Source: an optimization exercise on an open RTL-to-GDS flow (aim: small area and a short achievable clock period). Production flows keep margins and buffers that such runs may drop. For this run, only the layout was checked, not whether the RTL still works. Power is estimated from default activity; no workload was simulated.

`design/flow/design.v`:
```
module alu_reg (
  input clk,
  input [7:0] a,
  input [7:0] b,
  input [3:0] mode,
  output reg [7:0] s,
  output reg cout
);
  reg [7:0] a_q, b_q;
  reg [3:0] mode_q;
  wire [7:0] s_w;
  wire cout_w;
  alu_8_bits alu (.s(s_w), .cout(cout_w), .mode(mode_q), .a(a_q), .b(b_q));
  always @(posedge clk) begin
    a_q <= a;
    b_q <= b;
    mode_q <= mode;
    s <= s_w;
    cout <= cout_w;
  end
endmodule

`timescale 1ns / 1ps
module alu_rca #(parameter W = 2) (x, y, sum, co);
  input  [W-1:0] x, y;
  output [W-1:0] sum;
  output         co;
  wire [W:0] c;
  assign c[0] = 1'b0;
  genvar i;
  generate for (i = 0; i < W; i = i + 1) begin : bit_
    assign c[i+1] = (x[i] & y[i]) | ((x[i] | y[i]) & c[i]);
  end endgenerate
  assign sum = x ^ y ^ c[W-1:0];
  assign co = c[W];
endmodule
module alu_div4_step #(parameter W = 2) (t, n1, n2, n3, hz1, hz2, hz3, q, r);
  input  [W-1:0] t, n1, n2, n3;
  input          hz1, hz2, hz3;
  output [1:0]   q;
  output [W-1:0] r;
  wire [W-1:0] y1, y2, y3;
  wire c1, c2, c3;
  alu_rca #(W) u1 (.x(t), .y(n1), .sum(y1), .co(c1));
  alu_rca #(W) u2 (.x(t), .y(n2), .sum(y2), .co(c2));
  alu_rca #(W) u3 (.x(t), .y(n3), .sum(y3), .co(c3));
  wire ge1 = hz1 & c1;
  wire ge2 = hz2 & c2;
  wire ge3 = hz3 & c3;
  assign q = {ge2, ge3 | (ge1 & ~ge2)};
  assign r = ge3 ? y3 : ge2 ? y2 : ge1 ? y1 : t;
endmodule
module alu_8_bits(s, cout, mode, a, b);
  input [7:0] a, b;
  input [3:0] mode;
  output [7:0] s;
  output cout;
  wire [15:0] m = 16'd1 << mode;
  wire sub = m[1] | m[14];
  wire [7:0] bb = b ^ {8{sub}};
  wire [7:0] p = a ^ bb;
  wire [8:0] c;
  assign c[0] = sub;
  genvar j;
  generate for (j = 0; j < 8; j = j + 1) begin : add_
    assign c[j+1] = (a[j] & bb[j]) | (p[j] & c[j]);
  end endgenerate
  wire [8:0] sum = {c[8] ^ sub, p ^ c[7:0]};
  wire eq = ~|p;
  wire gt = c[8] & ~&p;
  wire [7:0] g = a & b;
  wire G = m[8] | m[9] | m[11] | m[12];
  wire P = m[9] | m[10] | m[11] | m[13];
  wire inv = m[11] | m[12] | m[13];
  wire lg = m[8] | m[9] | m[10] | inv;
  wire [7:0] f = ((g & {8{G}}) | (p & {8{P}})) ^ {8{inv}};
  wire [8:0] prod = a * b;
  wire [9:0] b3 = {2'b0, b} + {1'b0, b, 1'b0};
  wire [7:0] n1 = ~b + 8'd1;
  wire [7:0] n2 = {n1[6:0], 1'b0};
  wire [7:0] n3 = ~b3[7:0] + 8'd1;
  wire [1:0] qa, qb, qc, qd;
  wire [1:0] ra; wire [3:0] rb; wire [5:0] rc; wire [7:0] rd;
  alu_div4_step #(2) d3s (.t(a[7:6]), .n1(n1[1:0]), .n2(n2[1:0]), .n3(n3[1:0]),
    .hz1(b[7:2] == 0), .hz2(b[7:1] == 0), .hz3(b3[9:2] == 0), .q(qa), .r(ra));
  alu_div4_step #(4) d2s (.t({ra, a[5:4]}), .n1(n1[3:0]), .n2(n2[3:0]), .n3(n3[3:0]),
    .hz1(b[7:4] == 0), .hz2(b[7:3] == 0), .hz3(b3[9:4] == 0), .q(qb), .r(rb));
  alu_div4_step #(6) d1s (.t({rb, a[3:2]}), .n1(n1[5:0]), .n2(n2[5:0]), .n3(n3[5:0]),
    .hz1(b[7:6] == 0), .hz2(b[7:5] == 0), .hz3(b3[9:6] == 0), .q(qc), .r(rc));
  alu_div4_step #(8) d0s (.t({rc, a[1:0]}), .n1(n1[7:0]), .n2(n2[7:0]), .n3(n3[7:0]),
    .hz1(1'b1), .hz2(~b[7]), .hz3(b3[9:8] == 0), .q(qd), .r(rd));
  wire [7:0] quo = {qa, qb, qc, qd} & {8{|b}};
  wire ar  = m[0] | m[1];
  wire shl = m[4] | m[6];
  wire shr = m[5] | m[7];
  assign s = (sum[7:0] & {8{ar}}) | (prod[7:0] & {8{m[2]}}) | (quo & {8{m[3]}})
           | (f & {8{lg}}) | ({a[6:0], 1'b0} & {8{shl}}) | ({1'b0, a[7:1]} & {8{shr}})
           | {7'd0, (m[6] & a[7]) | (m[14] & gt) | (m[15] & eq)} | {m[7] & a[0], 7'd0};
  assign cout = (ar & sum[8]) | (m[2] & prod[8]) | (m[4] & a[7]) | inv;
endmodule
```
`design/flow/run.sh`:
```
#!/bin/bash
# synth_recipe.tcl (not shown) runs the flow's synth.tcl, then flattens the netlist and writes it again
# the make line also repeats each setting of config.mk as NAME=value (left out here)
make -C /OpenROAD-flow-scripts/flow DESIGN_CONFIG=/design/flow/config.mk WORK_HOME=/design/flow/orfs CLKGATE_MAP_FILE= SYNTH_SCRIPT=/design/flow/synth_recipe.tcl finish
```
`design/flow/config.mk`:
```
export PLATFORM = sky130hd
export DESIGN_NAME = alu_reg
export DESIGN_NICKNAME = alu_reg
export VERILOG_FILES = /design/flow/design.v
export SDC_FILE = /design/flow/constraint.sdc
export NUM_CORES = 4
export LEC_CHECK = 0
export ABC_AREA = 1
export CAP_MARGIN = 20
export CORE_MARGIN = 2
export CORE_UTILIZATION = 40
export SLEW_MARGIN = 20
```
`design/flow/constraint.sdc`:
```
create_clock -name core_clock -period 11.0 [get_ports {clk}]
set_input_delay 2.2000 -clock core_clock [delete_from_list [all_inputs] [get_ports {clk}]]
set_output_delay 2.2000 -clock core_clock [all_outputs]
set_load 0.01 [all_outputs]
```
==> flow_summary.json <==
{
  "tightest_slew_ns": 1.07,
  "yosys-top-cells-area": "fa_1 (17%), ha_1 (13%), nand2_1 (13%)",
  "floorplan.core_area_um2": 12600,
  "max_slew_margin_pct": 28.3,
  "syn_avg_cell_area_um2": 7.05,
  "die_x_um": 117,
  "p_leak_nw": 3.07,
  "power.density_nw_per_um2": 114,
  "grt_max_degree": 15,
  "clk_latency_ns": 0.30,
  "critPathMostFrequentCell": "nand2_1",
  "hold_buffers": 0,
  "start_kind": "register",
  "post-place-ws_ns": 3.72,
  "crit_fanout": 13,
  "area_growth_pct": 12.6,
  "maxCapViolCount": 0,
  "hp-class": "register to register",
  "outcome": "no timing/DRC/antenna violations",
  "dr.pass1.iters": 5,
  "hold_viol_final": 0,
  "cts-resized-gates": 0,
  "crit_slowest_cell": "dfxtp_1",
  "fin_nets": 871,
  "path_clk_slew_ns": 0.07,
  "root_buffer": "clkbuf_16",
  "io_pins": 30,
  "globalRoute.totalOverflow": 0,
  "initialDrtViolationCount": 401,
  "maxSlewViolCount": 0,
  "cts_tree": "built",
  "final_common_cell": "nand2_1",
  "fill_cells": 1277,
  "num_rows": 41,
  "finalClockSkew_ns": 0.0161,
  "fmax_ghz": 0.136,
  "required_ns": 11.17,
  "diodes": 0,
  "dp_hpwl_mm": 12.2,
  "ys.flop_type": "dfxtp_1",
  "ys_seq_elements": 29,
  "layout_min_cycle_time_ns": 7.36,
  "synth_top_area_share_pct": 17.2,
  "synth_edf_count": 0,
  "routabilityCongestion": 0.922,
  "async_reset_ff_share_pct": 0,
  "die-height_um": 117,
  "port_buffers": 29,
  "drive_above_1_share_pct": 8.36,
  "die_area_um2": 13700,
  "initial_utilization_pct": 40.7,
  "final_antenna_net_count": 0,
  "regArea_um2": 581,
  "antenna_found_initial": 0,
  "cts_setup_buffers": 0,
  "grt_pass1_vias": 4539,
  "drcViolationCount": 0,
  "cts_inserted_buffers": 5,
  "critPathKind": "register to register",
  "postSynthCellCount": 726,
  "most-common-layout-cells": "nand2_1 (173), inv_1 (144), ha_1 (53)",
  "wl_mm": 14.8,
  "fin_crit_sh_pct": 66.9,
  "grt_pass1_wl_mm": 23.5,
  "setup_viol": 0,
  "synth_cell_type_count": 48,
  "clockBufferDepth": 2,
  "rsz0062_at_grt": "no",
  "yosys_warnings": 1,
  "fin_setup_tns_ns": 0,
  "cts_sinks": 29,
  "synth_nets": 844,
  "syn-cell-area_um2": 5120,
  "synth_top_cell_by_area": "fa_1",
  "seq_area_frac_synth_pct": 11.3,
  "multi_input_comb_area_um2": 3910,
  "ir_drop_v": 0.0000713,
  "critical-path-max-stage-delay_ns": 0.73,
  "fin_ws_ns": 3.64,
  "grt.total_usage_pct": 22.7,
  "wire_per_inst_um": 16.0,
  "viasPerCell": 5.02,
  "crit_arrival_ns": 7.53,
  "htree_levels": 2,
  "vias": 4651,
  "endpoint_kind": "register"
}
[flip-flops by register name, summed over array words and instances (netlist names)]
register / cells
a_q: 8
b_q: 8
s: 8
mode_q: 4
cout: 1
[power by group]
part / switching [W] / leakage [nW] / internal [W] / total, W
Clock: 0.0000610 / 0.0831 / 0.000113 / 0.000174
Sequential: 0.0000169 / 0.245 / 0.000116 / 0.000133
Combinational: 0.000210 / 2.74 / 0.000143 / 0.000353
[critical path, delay by kind of cell (launching register included)]
family | cells | cell delay (ns)
AOI/OAI and AO/OA | 5 | 0.67
xor gates and xnor gates | 1 | 0.26
adders and majority gates | 6 | 2.10
buffers and inverters | 10 | 1.15
DFF | 1 | 0.73
and+or+nand+nor | 26 | 2.32
[routing by layer]
| layer | up-vias | global-route usage, % | wire (um) |
|---|---|---|---|
| li1 | 2313 | - | - |
| met1 | 2179 | 32.1 | 7160 |
| met2 | 139 | 36.7 | 6600 |
| met3 | 20 | 3.50 | 778 |
| met4 | 0 | 4.71 | 310 |
| met5 | - | 0 | 0 |
[per-stage QoR]
stage               hold WS [ns]  std cells  util [%]  total power [W]  instance area, um^2
floorplan                  0.581        726         -         0.000390                 5120
global placement           0.673        918      44.5         0.000483                 5590
detailed placement         0.687        918      44.5         0.000486                 5590
CTS                        0.730        926      45.9         0.000661                 5770
global route               0.782        926      45.9         0.000715                 5770
finish                     0.738        926      45.9         0.000660                 5770
[cells in the mapped netlist, drive strengths merged, types with 2 or more instances]
master / instances
buf: 3
o22ai: 2
o31ai: 4
or2: 8
a31oi: 3
o2111ai: 5
nand2: 191
o21ai: 24
ha: 53
a221oi: 4
fa: 44
clkbuf: 8
clkinv: 3
a21oi: 20
xor2: 36
inv: 152
o211ai: 4
xnor2: 12
nand3b: 2
nand4: 6
nand3: 59
nor4: 2
dfxtp: 29
o221ai: 2
nor2: 41
[path summary, 6_finish.rpt]
kind                             start   end  slack [ns]  depth (start not counted)
worst max-delay path            b_q[0]  s[0]        3.64                         48
worst min-delay path            a_q[4]  s[3]        0.74                          2
worst max register to register  b_q[0]  s[0]        3.64                         48
worst min register to register  a_q[4]  s[3]        0.74                          2
[area by class of cell]
| cell class | instances | share of cell area [%] |
|---|---|---|
| Clock buffer | 6 | 2.41 |
| Clock inverter | 2 | 0.651 |
| Tap cell | 172 | 3.73 |
| Inverter | 155 | 10.1 |
| Timing Repair Buffer | 31 | 5.29 |
| Sequential cell | 29 | 10.1 |
| Multi-Input combinational cell | 531 | 67.8 |
[logic make-up (layout without fill, tap and decap cells)]
| family | Yosys count | after routing | synth area share [%] |
|---|---|---|---|
| AO/OA/AOI/OAI | 73 | 73 | 9.19 |
| adder cells (fa/ha/maj) | 97 | 97 | 30.1 |
| multiplexers | 1 | 1 | 0.195 |
| buffers and inverters | 166 | 194 | 12.4 |
| flip-flops | 29 | 29 | 11.3 |
| XOR/XNOR | 48 | 48 | 8.21 |
| AND/OR/NAND/NOR | 312 | 312 | 28.6 |

-- static timing again, ports no longer ideal --
How much do the figures lean on ideal ports? The routed layout below was timed once more, with nothing changed but the port constraints.
Step 1 (the two cells are an assumption about what drives the block):
set clk [get_ports {clk}]
set_driving_cell -lib_cell sky130_fd_sc_hd__clkbuf_16 $clk
set_driving_cell -lib_cell sky130_fd_sc_hd__buf_2 [delete_from_list [all_inputs] $clk]
Step 2, shift: input delay + t, output delay - t, t = (earliest + latest rising clock arrival at the registers) / 2. This alone moves slack from input paths to output paths.
a / b / c = ideal / step 1 / step 2; a / b = the first two.
t (ns): 0.327
slack for setup (ns): 3.637 / 3.637 / 3.637
hold slack, ns: 0.738 / 0.738 / 0.738
After both steps setup and hold are still met in this run. The setup slack of this run moves by 0.000 ns with the drivers and by 0.000 ns with both steps.
